From an optimization exercise on the open Yosys and OpenROAD flow, aimed at small area and a short achievable clock period; shortcuts taken in it are not production practice.
Function was not checked in any run shown here: the RTL went through the layout flow alone.

==> flow/design.v (outline; a module is shown in full before it is edited, if it fits) <==
// module IEEE754_Mult: 1224 lines
// module fa: 4 lines
module IEEE754_Mult
(
	input clock,
	input resetn,
	input [31:0] a,
	input [31:0] b,
	output [31:0] y
);
  // ...
==> flow/run.sh <==
#!/bin/bash
# synth_recipe.tcl (not shown) runs the flow's synth.tcl, then flattens the netlist and writes it again
# the make line also repeats each setting of config.mk as NAME=value (left out here)
make -C /OpenROAD-flow-scripts/flow DESIGN_CONFIG=/design/flow/config.mk WORK_HOME=/design/flow/orfs CLKGATE_MAP_FILE= SYNTH_SCRIPT=/design/flow/synth_recipe.tcl finish
==> flow/config.mk <==
export PLATFORM = sky130hd
export DESIGN_NAME = IEEE754_Mult
export DESIGN_NICKNAME = IEEE754_Mult
export VERILOG_FILES = /design/flow/design.v
export SDC_FILE = /design/flow/constraint.sdc
export NUM_CORES = 4
export LEC_CHECK = 0
export CAP_MARGIN = 20
export CORE_MARGIN = 2
export CORE_UTILIZATION = 40
export SETUP_SLACK_MARGIN = 5
export SLEW_MARGIN = 20
export SYNTH_HIERARCHICAL = 1
==> flow/constraint.sdc <==
create_clock -name core_clock -period 11.0 [get_ports {clock}]
set_input_delay 2.2000 -clock core_clock [delete_from_list [all_inputs] [get_ports {clock}]]
set_output_delay 2.2000 -clock core_clock [all_outputs]
set_load 0.01 [all_outputs]
==> results.txt, run 1 <==
- The run finished with no timing, DRC or antenna violations.
- The maximum buffer depth of the clock tree is 2.
- Sequential cells placed in the final layout were counted as a little over 100.
- The top-area cell type share of the netlist area is approximately a third.
- The clock sink count is between 100 and 150.
- The fraction of registers with async set or reset after synthesis is 0%.
- The total number of tap cells is around 520.
- Yosys instantiated no cell more often than sky130_fd_sc_hd__xnor2_1.
- Of the cells placed in the final design, the portion with a size suffix greater than 1 is 5.76%.
- The end point of the worst hold path is e2[0]$_DFF_P_.
- The launch instance of the worst min-delay path is e1[0]$_DFF_P_.
- Across all layers, the routed design uses between 10000 and 15000 vias.
- Setup repair after global routing could not meet its margin everywhere.
- The worst slew margin relative to its limit is approximately half.
- The first detailed-routing pass ran for 5 iterations.
- The core region is between 30000 and 40000 um^2.
- During I/O placement, the number of pins put on the boundary was a little under 100.
- The count of instances resized after the clock tree is built is 9.
- The CTS tree is yes.
- The number of antenna violations at the first check in global routing is 0.
- The synthesized netlist net count is 1923.
- After detailed routing, the average wire length per cell comes to ~23 um.
- The setup slack of the worst register-to-register path is ~5300 ps.
- The number of warnings reported in the yosys synthesis log is 7.
- The highest-delay cell along the critical path is sky130_fd_sc_hd__fa_1.
- The end of the critical path is m2[24]$_DFF_P_.
- The clock buffer instance count of the final layout is 11.
- Leaving out filler cells and counting taps, the final layout contains 2046.
- The worst path uses between 50% and 60% of the clock period.
- The met2 routed wirelength is between 20000 and 25000 um.
- The number of flip-flops in the largest register is 25.
- By area, the combinational part of the netlist is dominated by adder cells.
- The layout has roughly 3600 filler cells.
==> run 2, diff against run 1 <==
--- a/flow/design.v
+++ b/flow/design.v
@@ -943,286 +943,246 @@
 	fa us898 (.a(s726), .b(c807), .c(s808), .s(s898), .co(c899));
 	wire s900, c901;
 	fa us900 (.a(c727), .b(s810), .c(c809), .s(s900), .co(c901));
 	wire s902, c903;
 	fa us902 (.a(pp310), .b(s812), .c(c811), .s(s902), .co(c903));
 	wire s904, c905;
 	fa us904 (.a(s814), .b(pp311), .c(c813), .s(s904), .co(c905));
 	wire s906 = ~c815;
-	wire [47:0] fin_x = {c905, c903, c901, c899, c897, c895, c893, c891, c889, c887, c885, c883, c881, c879, c877, c875, c873, c871, c869, c867, c865, c863, c861, c859, c857, c855, c853, c851, c849, c847, c845, c843, c841, c839, c837, c835, c833, c831, c829, c827, c825, c823, c821, c819, c817, s816, pp2, bo[0]};
-	wire [47:0] fin_y = {s906, s904, s902, s900, s898, s896, s894, s892, s890, s888, s886, s884, s882, s880, s878, s876, s874, s872, s870, s868, s866, s864, s862, s860, s858, s856, s854, s852, s850, s848, s846, s844, s842, s840, s838, s836, s834, s832, s830, s828, s826, s824, s822, s820, s818, pp27, 1'b0, pp1};
-	wire [47:0] fin_g = fin_x & fin_y;
-	wire [47:0] fin_p = fin_x ^ fin_y;
-	wire finG908 = fin_g[1] | (fin_p[1] & fin_g[0]);
-	wire finP909 = fin_p[1] & fin_p[0];
-	wire finG910 = fin_g[3] | (fin_p[3] & fin_g[2]);
-	wire finP911 = fin_p[3] & fin_p[2];
-	wire finG912 = fin_g[5] | (fin_p[5] & fin_g[4]);
-	wire finP913 = fin_p[5] & fin_p[4];
-	wire finG914 = fin_g[7] | (fin_p[7] & fin_g[6]);
-	wire finP915 = fin_p[7] & fin_p[6];
-	wire finG916 = fin_g[9] | (fin_p[9] & fin_g[8]);
-	wire finP917 = fin_p[9] & fin_p[8];
-	wire finG918 = fin_g[11] | (fin_p[11] & fin_g[10]);
-	wire finP919 = fin_p[11] & fin_p[10];
-	wire finG920 = fin_g[13] | (fin_p[13] & fin_g[12]);
-	wire finP921 = fin_p[13] & fin_p[12];
-	wire finG922 = fin_g[15] | (fin_p[15] & fin_g[14]);
-	wire finP923 = fin_p[15] & fin_p[14];
-	wire finG924 = fin_g[17] | (fin_p[17] & fin_g[16]);
-	wire finP925 = fin_p[17] & fin_p[16];
-	wire finG926 = fin_g[19] | (fin_p[19] & fin_g[18]);
-	wire finP927 = fin_p[19] & fin_p[18];
-	wire finG928 = fin_g[21] | (fin_p[21] & fin_g[20]);
-	wire finP929 = fin_p[21] & fin_p[20];
-	wire finG930 = fin_g[23] | (fin_p[23] & fin_g[22]);
-	wire finP931 = fin_p[23] & fin_p[22];
-	wire finG932 = fin_g[25] | (fin_p[25] & fin_g[24]);
-	wire finP933 = fin_p[25] & fin_p[24];
-	wire finG934 = fin_g[27] | (fin_p[27] & fin_g[26]);
-	wire finP935 = fin_p[27] & fin_p[26];
-	wire finG936 = fin_g[29] | (fin_p[29] & fin_g[28]);
-	wire finP937 = fin_p[29] & fin_p[28];
-	wire finG938 = fin_g[31] | (fin_p[31] & fin_g[30]);
-	wire finP939 = fin_p[31] & fin_p[30];
-	wire finG940 = fin_g[33] | (fin_p[33] & fin_g[32]);
-	wire finP941 = fin_p[33] & fin_p[32];
-	wire finG942 = fin_g[35] | (fin_p[35] & fin_g[34]);
-	wire finP943 = fin_p[35] & fin_p[34];
-	wire finG944 = fin_g[37] | (fin_p[37] & fin_g[36]);
-	wire finP945 = fin_p[37] & fin_p[36];
-	wire finG946 = fin_g[39] | (fin_p[39] & fin_g[38]);
-	wire finP947 = fin_p[39] & fin_p[38];
-	wire finG948 = fin_g[41] | (fin_p[41] & fin_g[40]);
-	wire finP949 = fin_p[41] & fin_p[40];
-	wire finG950 = fin_g[43] | (fin_p[43] & fin_g[42]);
-	wire finP951 = fin_p[43] & fin_p[42];
-	wire finG952 = fin_g[45] | (fin_p[45] & fin_g[44]);
-	wire finP953 = fin_p[45] & fin_p[44];
-	wire finG954 = fin_g[47] | (fin_p[47] & fin_g[46]);
-	wire finP955 = fin_p[47] & fin_p[46];
-	wire finG956 = fin_g[2] | (fin_p[2] & finG908);
-	wire finP957 = fin_p[2] & finP909;
-	wire finG958 = finG910 | (finP911 & finG908);
-	wire finP959 = finP911 & finP909;
-	wire finG960 = fin_g[6] | (fin_p[6] & finG912);
-	wire finP961 = fin_p[6] & finP913;
-	wire finG962 = finG914 | (finP915 & finG912);
-	wire finP963 = finP915 & finP913;
-	wire finG964 = fin_g[10] | (fin_p[10] & finG916);
-	wire finP965 = fin_p[10] & finP917;
-	wire finG966 = finG918 | (finP919 & finG916);
-	wire finP967 = finP919 & finP917;
-	wire finG968 = fin_g[14] | (fin_p[14] & finG920);
-	wire finP969 = fin_p[14] & finP921;
-	wire finG970 = finG922 | (finP923 & finG920);
-	wire finP971 = finP923 & finP921;
-	wire finG972 = fin_g[18] | (fin_p[18] & finG924);
-	wire finP973 = fin_p[18] & finP925;
-	wire finG974 = finG926 | (finP927 & finG924);
-	wire finP975 = finP927 & finP925;
-	wire finG976 = fin_g[22] | (fin_p[22] & finG928);
-	wire finP977 = fin_p[22] & finP929;
-	wire finG978 = finG930 | (finP931 & finG928);
-	wire finP979 = finP931 & finP929;
-	wire finG980 = fin_g[26] | (fin_p[26] & finG932);
-	wire finP981 = fin_p[26] & finP933;
-	wire finG982 = finG934 | (finP935 & finG932);
-	wire finP983 = finP935 & finP933;
-	wire finG984 = fin_g[30] | (fin_p[30] & finG936);
-	wire finP985 = fin_p[30] & finP937;
-	wire finG986 = finG938 | (finP939 & finG936);
-	wire finP987 = finP939 & finP937;
-	wire finG988 = fin_g[34] | (fin_p[34] & finG940);
-	wire finP989 = fin_p[34] & finP941;
-	wire finG990 = finG942 | (finP943 & finG940);
-	wire finP991 = finP943 & finP941;
-	wire finG992 = fin_g[38] | (fin_p[38] & finG944);
-	wire finP993 = fin_p[38] & finP945;
-	wire finG994 = finG946 | (finP947 & finG944);
-	wire finP995 = finP947 & finP945;
-	wire finG996 = fin_g[42] | (fin_p[42] & finG948);
-	wire finP997 = fin_p[42] & finP949;
-	wire finG998 = finG950 | (finP951 & finG948);
-	wire finP999 = finP951 & finP949;
-	wire finG1000 = fin_g[46] | (fin_p[46] & finG952);
-	wire finP1001 = fin_p[46] & finP953;
-	wire finG1002 = finG954 | (finP955 & finG952);
-	wire finP1003 = finP955 & finP953;
-	wire finG1004 = fin_g[4] | (fin_p[4] & finG958);
-	wire finP1005 = fin_p[4] & finP959;
-	wire finG1006 = finG912 | (finP913 & finG958);
-	wire finP1007 = finP913 & finP959;
-	wire finG1008 = finG960 | (finP961 & finG958);
-	wire finP1009 = finP961 & finP959;
-	wire finG1010 = finG962 | (finP963 & finG958);
-	wire finP1011 = finP963 & finP959;
-	wire finG1012 = fin_g[12] | (fin_p[12] & finG966);
-	wire finP1013 = fin_p[12] & finP967;
-	wire finG1014 = finG920 | (finP921 & finG966);
-	wire finP1015 = finP921 & finP967;
-	wire finG1016 = finG968 | (finP969 & finG966);
-	wire finP1017 = finP969 & finP967;
-	wire finG1018 = finG970 | (finP971 & finG966);
-	wire finP1019 = finP971 & finP967;
-	wire finG1020 = fin_g[20] | (fin_p[20] & finG974);
-	wire finP1021 = fin_p[20] & finP975;
-	wire finG1022 = finG928 | (finP929 & finG974);
-	wire finP1023 = finP929 & finP975;
-	wire finG1024 = finG976 | (finP977 & finG974);
-	wire finP1025 = finP977 & finP975;
-	wire finG1026 = finG978 | (finP979 & finG974);
-	wire finP1027 = finP979 & finP975;
-	wire finG1028 = fin_g[28] | (fin_p[28] & finG982);
-	wire finP1029 = fin_p[28] & finP983;
-	wire finG1030 = finG936 | (finP937 & finG982);
-	wire finP1031 = finP937 & finP983;
-	wire finG1032 = finG984 | (finP985 & finG982);
-	wire finP1033 = finP985 & finP983;
-	wire finG1034 = finG986 | (finP987 & finG982);
-	wire finP1035 = finP987 & finP983;
-	wire finG1036 = fin_g[36] | (fin_p[36] & finG990);
-	wire finP1037 = fin_p[36] & finP991;
-	wire finG1038 = finG944 | (finP945 & finG990);
-	wire finP1039 = finP945 & finP991;
-	wire finG1040 = finG992 | (finP993 & finG990);
-	wire finP1041 = finP993 & finP991;
-	wire finG1042 = finG994 | (finP995 & finG990);
-	wire finP1043 = finP995 & finP991;
-	wire finG1044 = fin_g[44] | (fin_p[44] & finG998);
-	wire finP1045 = fin_p[44] & finP999;
-	wire finG1046 = finG952 | (finP953 & finG998);
-	wire finP1047 = finP953 & finP999;
-	wire finG1048 = finG1000 | (finP1001 & finG998);
-	wire finP1049 = finP1001 & finP999;
-	wire finG1050 = finG1002 | (finP1003 & finG998);
-	wire finP1051 = finP1003 & finP999;
-	wire finG1052 = fin_g[8] | (fin_p[8] & finG1010);
-	wire finP1053 = fin_p[8] & finP1011;
-	wire finG1054 = finG916 | (finP917 & finG1010);
-	wire finP1055 = finP917 & finP1011;
-	wire finG1056 = finG964 | (finP965 & finG1010);
-	wire finP1057 = finP965 & finP1011;
-	wire finG1058 = finG966 | (finP967 & finG1010);
-	wire finP1059 = finP967 & finP1011;
-	wire finG1060 = finG1012 | (finP1013 & finG1010);
-	wire finP1061 = finP1013 & finP1011;
-	wire finG1062 = finG1014 | (finP1015 & finG1010);
-	wire finP1063 = finP1015 & finP1011;
-	wire finG1064 = finG1016 | (finP1017 & finG1010);
-	wire finP1065 = finP1017 & finP1011;
-	wire finG1066 = finG1018 | (finP1019 & finG1010);
-	wire finP1067 = finP1019 & finP1011;
-	wire finG1068 = fin_g[24] | (fin_p[24] & finG1026);
-	wire finP1069 = fin_p[24] & finP1027;
-	wire finG1070 = finG932 | (finP933 & finG1026);
-	wire finP1071 = finP933 & finP1027;
-	wire finG1072 = finG980 | (finP981 & finG1026);
-	wire finP1073 = finP981 & finP1027;
-	wire finG1074 = finG982 | (finP983 & finG1026);
-	wire finP1075 = finP983 & finP1027;
-	wire finG1076 = finG1028 | (finP1029 & finG1026);
-	wire finP1077 = finP1029 & finP1027;
-	wire finG1078 = finG1030 | (finP1031 & finG1026);
-	wire finP1079 = finP1031 & finP1027;
-	wire finG1080 = finG1032 | (finP1033 & finG1026);
-	wire finP1081 = finP1033 & finP1027;
-	wire finG1082 = finG1034 | (finP1035 & finG1026);
-	wire finP1083 = finP1035 & finP1027;
-	wire finG1084 = fin_g[40] | (fin_p[40] & finG1042);
-	wire finP1085 = fin_p[40] & finP1043;
-	wire finG1086 = finG948 | (finP949 & finG1042);
-	wire finP1087 = finP949 & finP1043;
-	wire finG1088 = finG996 | (finP997 & finG1042);
-	wire finP1089 = finP997 & finP1043;
-	wire finG1090 = finG998 | (finP999 & finG1042);
-	wire finP1091 = finP999 & finP1043;
-	wire finG1092 = finG1044 | (finP1045 & finG1042);
-	wire finP1093 = finP1045 & finP1043;
-	wire finG1094 = finG1046 | (finP1047 & finG1042);
-	wire finP1095 = finP1047 & finP1043;
-	wire finG1096 = finG1048 | (finP1049 & finG1042);
-	wire finP1097 = finP1049 & finP1043;
-	wire finG1098 = finG1050 | (finP1051 & finG1042);
-	wire finP1099 = finP1051 & finP1043;
-	wire finG1100 = fin_g[16] | (fin_p[16] & finG1066);
-	wire finP1101 = fin_p[16] & finP1067;
-	wire finG1102 = finG924 | (finP925 & finG1066);
-	wire finP1103 = finP925 & finP1067;
-	wire finG1104 = finG972 | (finP973 & finG1066);
-	wire finP1105 = finP973 & finP1067;
-	wire finG1106 = finG974 | (finP975 & finG1066);
-	wire finP1107 = finP975 & finP1067;
-	wire finG1108 = finG1020 | (finP1021 & finG1066);
-	wire finP1109 = finP1021 & finP1067;
-	wire finG1110 = finG1022 | (finP1023 & finG1066);
-	wire finP1111 = finP1023 & finP1067;
-	wire finG1112 = finG1024 | (finP1025 & finG1066);
-	wire finP1113 = finP1025 & finP1067;
-	wire finG1114 = finG1026 | (finP1027 & finG1066);
-	wire finP1115 = finP1027 & finP1067;
-	wire finG1116 = finG1068 | (finP1069 & finG1066);
-	wire finP1117 = finP1069 & finP1067;
-	wire finG1118 = finG1070 | (finP1071 & finG1066);
-	wire finP1119 = finP1071 & finP1067;
-	wire finG1120 = finG1072 | (finP1073 & finG1066);
-	wire finP1121 = finP1073 & finP1067;
-	wire finG1122 = finG1074 | (finP1075 & finG1066);
-	wire finP1123 = finP1075 & finP1067;
-	wire finG1124 = finG1076 | (finP1077 & finG1066);
-	wire finP1125 = finP1077 & finP1067;
-	wire finG1126 = finG1078 | (finP1079 & finG1066);
-	wire finP1127 = finP1079 & finP1067;
-	wire finG1128 = finG1080 | (finP1081 & finG1066);
-	wire finP1129 = finP1081 & finP1067;
-	wire finG1130 = finG1082 | (finP1083 & finG1066);
-	wire finP1131 = finP1083 & finP1067;
-	wire finG1132 = fin_g[32] | (fin_p[32] & finG1130);
-	wire finP1133 = fin_p[32] & finP1131;
-	wire finG1134 = finG940 | (finP941 & finG1130);
-	wire finP1135 = finP941 & finP1131;
-	wire finG1136 = finG988 | (finP989 & finG1130);
-	wire finP1137 = finP989 & finP1131;
-	wire finG1138 = finG990 | (finP991 & finG1130);
-	wire finP1139 = finP991 & finP1131;
-	wire finG1140 = finG1036 | (finP1037 & finG1130);
-	wire finP1141 = finP1037 & finP1131;
-	wire finG1142 = finG1038 | (finP1039 & finG1130);
-	wire finP1143 = finP1039 & finP1131;
-	wire finG1144 = finG1040 | (finP1041 & finG1130);
-	wire finP1145 = finP1041 & finP1131;
-	wire finG1146 = finG1042 | (finP1043 & finG1130);
-	wire finP1147 = finP1043 & finP1131;
-	wire finG1148 = finG1084 | (finP1085 & finG1130);
-	wire finP1149 = finP1085 & finP1131;
-	wire finG1150 = finG1086 | (finP1087 & finG1130);
-	wire finP1151 = finP1087 & finP1131;
-	wire finG1152 = finG1088 | (finP1089 & finG1130);
-	wire finP1153 = finP1089 & finP1131;
-	wire finG1154 = finG1090 | (finP1091 & finG1130);
-	wire finP1155 = finP1091 & finP1131;
-	wire finG1156 = finG1092 | (finP1093 & finG1130);
-	wire finP1157 = finP1093 & finP1131;
-	wire finG1158 = finG1094 | (finP1095 & finG1130);
-	wire finP1159 = finP1095 & finP1131;
-	wire finG1160 = finG1096 | (finP1097 & finG1130);
-	wire finP1161 = finP1097 & finP1131;
-	wire finG1162 = finG1098 | (finP1099 & finG1130);
-	wire finP1163 = finP1099 & finP1131;
-	wire [24:0] m = {(fin_p[47] ^ finG1160), (fin_p[46] ^ finG1158), (fin_p[45] ^ finG1156), (fin_p[44] ^ finG1154), (fin_p[43] ^ finG1152), (fin_p[42] ^ finG1150), (fin_p[41] ^ finG1148), (fin_p[40] ^ finG1146), (fin_p[39] ^ finG1144), (fin_p[38] ^ finG1142), (fin_p[37] ^ finG1140), (fin_p[36] ^ finG1138), (fin_p[35] ^ finG1136), (fin_p[34] ^ finG1134), (fin_p[33] ^ finG1132), (fin_p[32] ^ finG1130), (fin_p[31] ^ finG1128), (fin_p[30] ^ finG1126), (fin_p[29] ^ finG1124), (fin_p[28] ^ finG1122), (fin_p[27] ^ finG1120), (fin_p[26] ^ finG1118), (fin_p[25] ^ finG1116), (fin_p[24] ^ finG1114), (fin_p[23] ^ finG1112)};
+	wire [11:0] l0_x = {c833, c831, c829, c827, c825, c823, c821, c819, c817, s816, pp2, bo[0]};
+	wire [11:0] l0_y = {s834, s832, s830, s828, s826, s824, s822, s820, s818, pp27, 1'b0, pp1};
+	wire [11:0] l0_g = l0_x & l0_y;
+	wire [11:0] l0_p = l0_x ^ l0_y;
+	wire l0G908 = l0_g[1] | (l0_p[1] & l0_g[0]);
+	wire l0P909 = l0_p[1] & l0_p[0];
+	wire l0G910 = l0_g[3] | (l0_p[3] & l0_g[2]);
+	wire l0P911 = l0_p[3] & l0_p[2];
+	wire l0G912 = l0_g[5] | (l0_p[5] & l0_g[4]);
+	wire l0P913 = l0_p[5] & l0_p[4];
+	wire l0G914 = l0_g[7] | (l0_p[7] & l0_g[6]);
+	wire l0P915 = l0_p[7] & l0_p[6];
+	wire l0G916 = l0_g[9] | (l0_p[9] & l0_g[8]);
+	wire l0P917 = l0_p[9] & l0_p[8];
+	wire l0G918 = l0_g[11] | (l0_p[11] & l0_g[10]);
+	wire l0P919 = l0_p[11] & l0_p[10];
+	wire l0G920 = l0_g[2] | (l0_p[2] & l0G908);
+	wire l0P921 = l0_p[2] & l0P909;
+	wire l0G922 = l0G910 | (l0P911 & l0G908);
+	wire l0P923 = l0P911 & l0P909;
+	wire l0G924 = l0_g[6] | (l0_p[6] & l0G912);
+	wire l0P925 = l0_p[6] & l0P913;
+	wire l0G926 = l0G914 | (l0P915 & l0G912);
+	wire l0P927 = l0P915 & l0P913;
+	wire l0G928 = l0_g[10] | (l0_p[10] & l0G916);
+	wire l0P929 = l0_p[10] & l0P917;
+	wire l0G930 = l0G918 | (l0P919 & l0G916);
+	wire l0P931 = l0P919 & l0P917;
+	wire l0G932 = l0_g[4] | (l0_p[4] & l0G922);
+	wire l0P933 = l0_p[4] & l0P923;
+	wire l0G934 = l0G912 | (l0P913 & l0G922);
+	wire l0P935 = l0P913 & l0P923;
+	wire l0G936 = l0G924 | (l0P925 & l0G922);
+	wire l0P937 = l0P925 & l0P923;
+	wire l0G938 = l0G926 | (l0P927 & l0G922);
+	wire l0P939 = l0P927 & l0P923;
+	wire l0G940 = l0_g[8] | (l0_p[8] & l0G938);
+	wire l0P941 = l0_p[8] & l0P939;
+	wire l0G942 = l0G916 | (l0P917 & l0G938);
+	wire l0P943 = l0P917 & l0P939;
+	wire l0G944 = l0G928 | (l0P929 & l0G938);
+	wire l0P945 = l0P929 & l0P939;
+	wire l0G946 = l0G930 | (l0P931 & l0G938);
+	wire l0P947 = l0P931 & l0P939;
+	wire [10:0] l1_x = {c855, c853, c851, c849, c847, c845, c843, c841, c839, c837, c835};
+	wire [10:0] l1_y = {s856, s854, s852, s850, s848, s846, s844, s842, s840, s838, s836};
+	wire [10:0] l1_g = l1_x & l1_y;
+	wire [10:0] l1_p = l1_x ^ l1_y;
+	wire l1G948 = l1_g[1] | (l1_p[1] & l1_g[0]);
+	wire l1P949 = l1_p[1] & l1_p[0];
+	wire l1G950 = l1_g[3] | (l1_p[3] & l1_g[2]);
+	wire l1P951 = l1_p[3] & l1_p[2];
+	wire l1G952 = l1_g[5] | (l1_p[5] & l1_g[4]);
+	wire l1P953 = l1_p[5] & l1_p[4];
+	wire l1G954 = l1_g[7] | (l1_p[7] & l1_g[6]);
+	wire l1P955 = l1_p[7] & l1_p[6];
+	wire l1G956 = l1_g[9] | (l1_p[9] & l1_g[8]);
+	wire l1P957 = l1_p[9] & l1_p[8];
+	wire l1G958 = l1_g[2] | (l1_p[2] & l1G948);
+	wire l1P959 = l1_p[2] & l1P949;
+	wire l1G960 = l1G950 | (l1P951 & l1G948);
+	wire l1P961 = l1P951 & l1P949;
+	wire l1G962 = l1_g[6] | (l1_p[6] & l1G952);
+	wire l1P963 = l1_p[6] & l1P953;
+	wire l1G964 = l1G954 | (l1P955 & l1G952);
+	wire l1P965 = l1P955 & l1P953;
+	wire l1G966 = l1_g[10] | (l1_p[10] & l1G956);
+	wire l1P967 = l1_p[10] & l1P957;
+	wire l1G968 = l1_g[4] | (l1_p[4] & l1G960);
+	wire l1P969 = l1_p[4] & l1P961;
+	wire l1G970 = l1G952 | (l1P953 & l1G960);
+	wire l1P971 = l1P953 & l1P961;
+	wire l1G972 = l1G962 | (l1P963 & l1G960);
+	wire l1P973 = l1P963 & l1P961;
+	wire l1G974 = l1G964 | (l1P965 & l1G960);
+	wire l1P975 = l1P965 & l1P961;
+	wire l1G976 = l1_g[8] | (l1_p[8] & l1G974);
+	wire l1P977 = l1_p[8] & l1P975;
+	wire l1G978 = l1G956 | (l1P957 & l1G974);
+	wire l1P979 = l1P957 & l1P975;
+	wire l1G980 = l1G966 | (l1P967 & l1G974);
+	wire l1P981 = l1P967 & l1P975;
+	wire l1_ones = &l1_p;
+	wire [3:0] b0_x = {c863, c861, c859, c857};
+	wire [3:0] b0_y = {s864, s862, s860, s858};
+	wire [3:0] b0_g = b0_x & b0_y;
+	wire [3:0] b0_p = b0_x ^ b0_y;
+	wire b0G982 = b0_g[1] | (b0_p[1] & b0_g[0]);
+	wire b0P983 = b0_p[1] & b0_p[0];
+	wire b0G984 = b0_g[3] | (b0_p[3] & b0_g[2]);
+	wire b0P985 = b0_p[3] & b0_p[2];
+	wire b0G986 = b0_g[2] | (b0_p[2] & b0G982);
+	wire b0P987 = b0_p[2] & b0P983;
+	wire b0G988 = b0G984 | (b0P985 & b0G982);
+	wire b0P989 = b0P985 & b0P983;
+	wire [3:0] b1_x = {c871, c869, c867, c865};
+	wire [3:0] b1_y = {s872, s870, s868, s866};
+	wire [3:0] b1_g = b1_x & b1_y;
+	wire [3:0] b1_p = b1_x ^ b1_y;
+	wire b1G990 = b1_g[1] | (b1_p[1] & b1_g[0]);
+	wire b1P991 = b1_p[1] & b1_p[0];
+	wire b1G992 = b1_g[3] | (b1_p[3] & b1_g[2]);
+	wire b1P993 = b1_p[3] & b1_p[2];
+	wire b1G994 = b1_g[2] | (b1_p[2] & b1G990);
+	wire b1P995 = b1_p[2] & b1P991;
+	wire b1G996 = b1G992 | (b1P993 & b1G990);
+	wire b1P997 = b1P993 & b1P991;
+	wire [3:0] b2_x = {c879, c877, c875, c873};
+	wire [3:0] b2_y = {s880, s878, s876, s874};
+	wire [3:0] b2_g = b2_x & b2_y;
+	wire [3:0] b2_p = b2_x ^ b2_y;
+	wire b2G998 = b2_g[1] | (b2_p[1] & b2_g[0]);
+	wire b2P999 = b2_p[1] & b2_p[0];
+	wire b2G1000 = b2_g[3] | (b2_p[3] & b2_g[2]);
+	wire b2P1001 = b2_p[3] & b2_p[2];
+	wire b2G1002 = b2_g[2] | (b2_p[2] & b2G998);
+	wire b2P1003 = b2_p[2] & b2P999;
+	wire b2G1004 = b2G1000 | (b2P1001 & b2G998);
+	wire b2P1005 = b2P1001 & b2P999;
+	wire [3:0] b3_x = {c887, c885, c883, c881};
+	wire [3:0] b3_y = {s888, s886, s884, s882};
+	wire [3:0] b3_g = b3_x & b3_y;
+	wire [3:0] b3_p = b3_x ^ b3_y;
+	wire b3G1006 = b3_g[1] | (b3_p[1] & b3_g[0]);
+	wire b3P1007 = b3_p[1] & b3_p[0];
+	wire b3G1008 = b3_g[3] | (b3_p[3] & b3_g[2]);
+	wire b3P1009 = b3_p[3] & b3_p[2];
+	wire b3G1010 = b3_g[2] | (b3_p[2] & b3G1006);
+	wire b3P1011 = b3_p[2] & b3P1007;
+	wire b3G1012 = b3G1008 | (b3P1009 & b3G1006);
+	wire b3P1013 = b3P1009 & b3P1007;
+	wire [3:0] b4_x = {c895, c893, c891, c889};
+	wire [3:0] b4_y = {s896, s894, s892, s890};
+	wire [3:0] b4_g = b4_x & b4_y;
+	wire [3:0] b4_p = b4_x ^ b4_y;
+	wire b4G1014 = b4_g[1] | (b4_p[1] & b4_g[0]);
+	wire b4P1015 = b4_p[1] & b4_p[0];
+	wire b4G1016 = b4_g[3] | (b4_p[3] & b4_g[2]);
+	wire b4P1017 = b4_p[3] & b4_p[2];
+	wire b4G1018 = b4_g[2] | (b4_p[2] & b4G1014);
+	wire b4P1019 = b4_p[2] & b4P1015;
+	wire b4G1020 = b4G1016 | (b4P1017 & b4G1014);
+	wire b4P1021 = b4P1017 & b4P1015;
+	wire [3:0] b5_x = {c903, c901, c899, c897};
+	wire [3:0] b5_y = {s904, s902, s900, s898};
+	wire [3:0] b5_g = b5_x & b5_y;
+	wire [3:0] b5_p = b5_x ^ b5_y;
+	wire b5G1022 = b5_g[1] | (b5_p[1] & b5_g[0]);
+	wire b5P1023 = b5_p[1] & b5_p[0];
+	wire b5G1024 = b5_g[3] | (b5_p[3] & b5_g[2]);
+	wire b5P1025 = b5_p[3] & b5_p[2];
+	wire b5G1026 = b5_g[2] | (b5_p[2] & b5G1022);
+	wire b5P1027 = b5_p[2] & b5P1023;
+	wire b5G1028 = b5G1024 | (b5P1025 & b5G1022);
+	wire b5P1029 = b5P1025 & b5P1023;
+	wire [0:0] b6_x = {c905};
+	wire [0:0] b6_y = {s906};
+	wire [0:0] b6_g = b6_x & b6_y;
+	wire [0:0] b6_p = b6_x ^ b6_y;
 	reg        z2, s2;
 	reg [7:0]  e2;
-	reg [24:0] m2;
+	reg lg0, lg1, lp1;
+	reg [3:0] bs0;
+	reg bg0;
+	reg [3:0] bs1;
+	reg bg1;
+	reg [3:0] bs2;
+	reg bg2;
+	reg [3:0] bs3;
+	reg bg3;
+	reg [3:0] bs4;
+	reg bg4;
+	reg [3:0] bs5;
+	reg bg5;
+	reg [0:0] bs6;
 	always @(posedge clock) begin
 		z2 <= !resetn || z1;
 		s2 <= s1;
 		e2 <= e1;
-		m2 <= m;
+		lg0 <= l0G946;
+		lg1 <= l1G980;
+		lp1 <= l1_ones;
+		bs0 <= {(b0_p[3] ^ b0G986), (b0_p[2] ^ b0G982), (b0_p[1] ^ b0_g[0]), (b0_p[0])};
+		bg0 <= b0G988;
+		bs1 <= {(b1_p[3] ^ b1G994), (b1_p[2] ^ b1G990), (b1_p[1] ^ b1_g[0]), (b1_p[0])};
+		bg1 <= b1G996;
+		bs2 <= {(b2_p[3] ^ b2G1002), (b2_p[2] ^ b2G998), (b2_p[1] ^ b2_g[0]), (b2_p[0])};
+		bg2 <= b2G1004;
+		bs3 <= {(b3_p[3] ^ b3G1010), (b3_p[2] ^ b3G1006), (b3_p[1] ^ b3_g[0]), (b3_p[0])};
+		bg3 <= b3G1012;
+		bs4 <= {(b4_p[3] ^ b4G1018), (b4_p[2] ^ b4G1014), (b4_p[1] ^ b4_g[0]), (b4_p[0])};
+		bg4 <= b4G1020;
+		bs5 <= {(b5_p[3] ^ b5G1026), (b5_p[2] ^ b5G1022), (b5_p[1] ^ b5_g[0]), (b5_p[0])};
+		bg5 <= b5G1028;
+		bs6 <= {(b6_p[0])};
 	end
-	wire [7:0]  ey = e2 + {7'b0, m2[24]};
+	wire cb0 = lg1 | (lp1 & lg0);
+	wire r0_0 = bs0[0] ^ cb0;
+	wire r0_1 = bs0[1] ^ (cb0 & (&bs0[0:0]));
+	wire r0_2 = bs0[2] ^ (cb0 & (&bs0[1:0]));
+	wire r0_3 = bs0[3] ^ (cb0 & (&bs0[2:0]));
+	wire cb1 = bg0 | (cb0 & (&bs0));
+	wire r1_0 = bs1[0] ^ cb1;
+	wire r1_1 = bs1[1] ^ (cb1 & (&bs1[0:0]));
+	wire r1_2 = bs1[2] ^ (cb1 & (&bs1[1:0]));
+	wire r1_3 = bs1[3] ^ (cb1 & (&bs1[2:0]));
+	wire cb2 = bg1 | (cb1 & (&bs1));
+	wire r2_0 = bs2[0] ^ cb2;
+	wire r2_1 = bs2[1] ^ (cb2 & (&bs2[0:0]));
+	wire r2_2 = bs2[2] ^ (cb2 & (&bs2[1:0]));
+	wire r2_3 = bs2[3] ^ (cb2 & (&bs2[2:0]));
+	wire cb3 = bg2 | (cb2 & (&bs2));
+	wire r3_0 = bs3[0] ^ cb3;
+	wire r3_1 = bs3[1] ^ (cb3 & (&bs3[0:0]));
+	wire r3_2 = bs3[2] ^ (cb3 & (&bs3[1:0]));
+	wire r3_3 = bs3[3] ^ (cb3 & (&bs3[2:0]));
+	wire cb4 = bg3 | (cb3 & (&bs3));
+	wire r4_0 = bs4[0] ^ cb4;
+	wire r4_1 = bs4[1] ^ (cb4 & (&bs4[0:0]));
+	wire r4_2 = bs4[2] ^ (cb4 & (&bs4[1:0]));
+	wire r4_3 = bs4[3] ^ (cb4 & (&bs4[2:0]));
+	wire cb5 = bg4 | (cb4 & (&bs4));
+	wire r5_0 = bs5[0] ^ cb5;
+	wire r5_1 = bs5[1] ^ (cb5 & (&bs5[0:0]));
+	wire r5_2 = bs5[2] ^ (cb5 & (&bs5[1:0]));
+	wire r5_3 = bs5[3] ^ (cb5 & (&bs5[2:0]));
+	wire cb6 = bg5 | (cb5 & (&bs5));
+	wire r6_0 = bs6[0] ^ cb6;
+	wire [24:0] m2 = {r6_0, r5_3, r5_2, r5_1, r5_0, r4_3, r4_2, r4_1, r4_0, r3_3, r3_2, r3_1, r3_0, r2_3, r2_2, r2_1, r2_0, r1_3, r1_2, r1_1, r1_0, r0_3, r0_2, r0_1, r0_0};
+	wire [7:0]  e2p1 = e2 + 8'd1;
+	wire [7:0]  ey = m2[24] ? e2p1 : e2;
 	wire [22:0] my = m2[24] ? m2[23:1] : m2[22:0];
 	assign y = z2 ? 32'h00000000 : {s2, ey, my};
 endmodule
 module fa (input a, input b, input c, output s, output co);
 	assign s = a ^ b ^ c;
 	assign co = (a & b) | (a & c) | (b & c);
 endmodule
==> run 2 against run 1 <==
Net effect: clock skew down 8.6 ps; count of clock-buffer cells in the layout fell by 2; area after synthesis is 3.1% higher; cell area increased by 2.2%; via count up 2.7%; die area grew 3.0%.
==> results.txt, run 2 <==
- The multi-input combinational cells in the finished layout cover a total of 12900 um^2.
- The number of flip-flops and latches in the synthesized netlist is 112.
- The final sum of negative setup slack is 0 ps.
- For the pin with the worst max-slew slack, the measured transition is 1220 ps.
- Derived from the worst setup path, the maximum achievable clock frequency is approximately 0.17 GHz.
- The share of the clock period used by the worst path after layout is 53.5% (+1.6 points).
- For met2 alone, demand over resource in global routing was approximately two fifths.
- The multiplexer fraction of the synthesized cell area is 0%.
- The wire-length estimate of the detail-placed layout is approximately 33000 um.
- The count of nets left with antenna violations once routing finished came out at 0.
- The final hold violation count is 0.
- The clock insertion delay at the later pin of the skew report is ~370 ps.
- The worst setup path is of the register to primary output kind.
- The signal on the critical path passes through nand4_1 -> or4_1 -> o22a_1 -> a211o_1 -> and3_4 -> or4_1 -> a21oi_1 -> clkdlybuf4s50_1.
- The count of unresolved DRC violations after routing is 0.
- The setup slack of the worst register-to-register path was 5670 ps (+380 ps).
- Leaving out fill and tap cells, the most frequent cell in the layout is sky130_fd_sc_hd__xnor2_1.
- The type of element launching the critical path is a register.
- The number of warnings reported in the yosys synthesis log came to 7 (unchanged).
- The first global-routing pass estimated 75800 um of wire.
- The clock arrives with approximately 15 ps of skew.
- The post-synthesis instance area is 16000 um^2.
- The first routing iteration left between 1000 and 1500 violations.
- Across the run, the number of max-cap violations was 0.
- The adder and majority gate portion of the synthesized area is approximately 40%.
- The met1 track utilization from global routing is between 30% and 40%.
- STA classifies the critical path endpoint as a primary output.
- Port buffering added 97 buffers.
- The total I/O pin count is 98 (unchanged).
- The number of antenna violations at the first check in global routing is 1 (+1).
- Summed over all instances, the cell type with the most area after synthesis is sky130_fd_sc_hd__fa_1.
- The first-pass iteration count of the detailed router came to 7 (+2).
- The tree is rooted in a sky130_fd_sc_hd__clkbuf_16.
- The number of global-route vias before repair is approximately 13000.
- The routing usage on met3 is 4.05%.
- The largest incremental delay on the critical path is roughly 550 ps.
- The register with the most flip-flops is ma.
- By area the synthesized netlist is led by sky130_fd_sc_hd__fa_1 34%, sky130_fd_sc_hd__xnor2_1 16%, sky130_fd_sc_hd__dfxtp_1 14%, sky130_fd_sc_hd__a22oi_1 12%, sky130_fd_sc_hd__ha_1 7.4%.
- The largest family of logic cells by synthesized area is adder cells.
- STA puts the critical path data required time at between 8000 and 9000 ps.
- The fraction of final layout cells with drive strength greater than 1 is 5.11% (-0.65 points).
- The peak fanout along the critical path is 27.
- At the worst endpoint, the arrival time is around 3700 ps.
- The floorplan step set the die width to roughly 200 um.
- The largest registers in the layout are ma: 23 flops, one: 12 flops, two: 12 flops.
- In this run, synthesis inferred 0 flip-flops with an integrated enable.
- Among all stages on the critical path, the largest delay is contributed by sky130_fd_sc_hd__clkdlybuf4s50_1.
- The global placer's final weighted congestion is ~0.83.
- The run finished with no timing, DRC or antenna violations.
- After detailed routing, the number of vias per cell comes to 5.95.
- The fraction of registers with async set or reset after synthesis came to 0% (unchanged).
- The synthesized netlist net count is 1979 (+2.9%).
- Clock-pin slew was measured on the worst setup and hold paths at 80 ps.
- The cell seen most often among critical-path stages is sky130_fd_sc_hd__or4_1.
- The repair_antennas step left the layout with diodes totalling 0.
- The number of setup violations in the final report is 0.
- For this design, the CTS-stage hold fixing added 0 buffers.
- Setup repair after global routing left no endpoint under its margin.
- The sequential cells in the finished layout cover a total of 2240 um^2.
- The final number of max-transition violations came to 0.
- In this run the most used layer during global routing was met2.
- The overall global routing resource usage is 23.6%.
- The clock sink count is 112 (+8.7%).
- The worst slew margin relative to its limit came to 18.7% (-30 points).
- Entering global routing, the biggest net connects 33 pins.
- For this block, the routed nets add up to about 48000 um of wire.
- For this run the aggregate overflow at the end of global routing stands at 0.
- The gate count after technology mapping is 1549.
- The post-synthesis simple-gate area fraction is 5.02%.
- The area inside the core boundary was 39600 um^2 (+3.1%).
- The count of buffering cells on the critical path with inverters included is 1.
- The number of flip-flops in the largest register is 23 (-8.0%).
- The H-tree depth reported by CTS is 3.
- The top cell types in the final layout, fill and taps aside, are 289 x sky130_fd_sc_hd__xnor2_1, 269 x sky130_fd_sc_hd__fa_1, 263 x sky130_fd_sc_hd__a22oi_1.
- The path type of the worst min-delay path is register to register.
- The synthesized netlist devotes between 15 and 20% of its cell area to compound gates.
- The area growth from synthesis to layout is 11.2%.
- The total vias in the final route is 12400 (+2.7%).
- The kind of cell with the highest combined delay on the critical path is simple AND/OR/NAND/NOR gates.
- Once the floorplan was initialized, standard cells occupied approximately two fifths of the core.
- Each instance of the synthesized netlist takes up on average roughly 10 um^2.
- For this run, the share of the core covered by cells in the final layout is between 40% and 50%.
- The TritonCTS buffer count is 9.
- The area share of xor/xnor cells in the synthesized design is roughly 18%.
- The count of filler cells inserted in the layout is 3809 (+4.4%).
- The number of unique standard cell types used by synthesis is 43.
- The maximum buffer depth of the clock tree is 2 (unchanged).
- The number of placement rows is 73.
- The die area is between 40000 and 50000 um^2.
- Counting I/O delays and the setup requirement, the final critical path takes 5890 ps.
- The most frequent cell after synthesis is sky130_fd_sc_hd__xnor2_1.
- The per-cell routed wire length is 23.1 um (-1.2%).
- The top-area cell type share of the netlist area is 33.7% (+0.37 points).
- The net count of the finished layout is about 2000.
- Sorting the synthesized cells by how often they occur yields 289 x sky130_fd_sc_hd__xnor2_1, 269 x sky130_fd_sc_hd__fa_1, 263 x sky130_fd_sc_hd__a22oi_1.
- The dominant register cell in the synthesized netlist is sky130_fd_sc_hd__dfxtp_1.
- The vertical die dimension is 204 um.
- TritonCTS built the clock tree.
- Of the synthesized area, sequential elements account for 14.0%.
- Once the clock tree was built, the setup fixing pass inserted 0 buffers.
-- run 2: metal layers --
| layer | vias up | wire length (um) |
|---|---|---|
| met4 | 2 | 934 |
| met5 | - | 13 |
| met3 | 97 | 4210 |
| met2 | 673 | 22400 |
| li1 | 5336 | - |
| met1 | 6335 | 20700 |
-- run 2: final timing paths --
path | to | cells after the start | start
hold reg to reg | s2$_DFF_P_ | 0 | s1$_DFF_P_
hold / removal | s2$_DFF_P_ | 0 | s1$_DFF_P_
setup reg to reg | bs1[2]$_DFF_P_ | 12 | two[4]$_DFF_P_
setup / recovery | y[28] | 8 | bs4[2]$_DFF_P_
-- run 2: kinds of logic (layout without fill, tap and decap cells) --
family	count (synthesis)	after routing
buffers and inverters	229	247
adders and majority gates	364	364
xor gates and xnor gates	324	324
and+or+nand+nor	150	150
AOI/OAI and AO/OA	370	370
DFF	112	112
-- run 2: final cells by class --
type                    count  share of cell area (%)
clock buffers               9                    1.27
clock inverters             7                   0.534
inverters                  81                    1.71
multi-input cells        1208                    72.5
flip-flops and latches    112                    12.6
well taps                 525                    3.69
repair buffers            150                    7.69
-- run 2: per-module statistics from Yosys, one instance, submodules excluded --
module	flops+latches	cells
fa	0	1
IEEE754_Mult	112	1293
-- run 2: timing repair --
item                       in CTS  in global routing
pin swaps                       0                  1
resized for setup               1                  2
hold endpoints to repair        0                  0
setup endpoints to repair       1                  1
-- run 2: stage by stage --
step	instance area, um^2	hold slack [ps]	std cells	worst slack [ps]
5_1_grt	17800	339	2092	5010
3_5_place_dp	17500	313	2076	5190
2_1_floorplan	16000	310	1549	6230
3_3_place_gp	17500	311	2076	5260
4_1_cts	17800	334	2092	5110
6_report	17800	333	2092	5110

-- static timing again, ports no longer ideal --
The results above use ideal ports. As a check the final layouts listed here were re-extracted and re-timed, cells and wires unchanged.
Step 1 sets driving cells, clkbuf_16 on the clock port and buf_2 on the other inputs (assumed; they add their load-dependent delay and slew).
Step 2 also shifts input and output timing later by t, the mid clock arrival at the registers, as if the neighbouring blocks saw the same clock.
Three values: ideal, step 1, step 2; two values: the first two.
run	t (ns)	setup slack, ns	worst register clock-pin slew, ns
run 1	0.413	5.286 / 5.286 / 5.286	0.09 / 0.09
run 2	0.403	5.111 / 5.064 / 5.468	0.10 / 0.10
After both steps setup and hold are still met in every run listed.
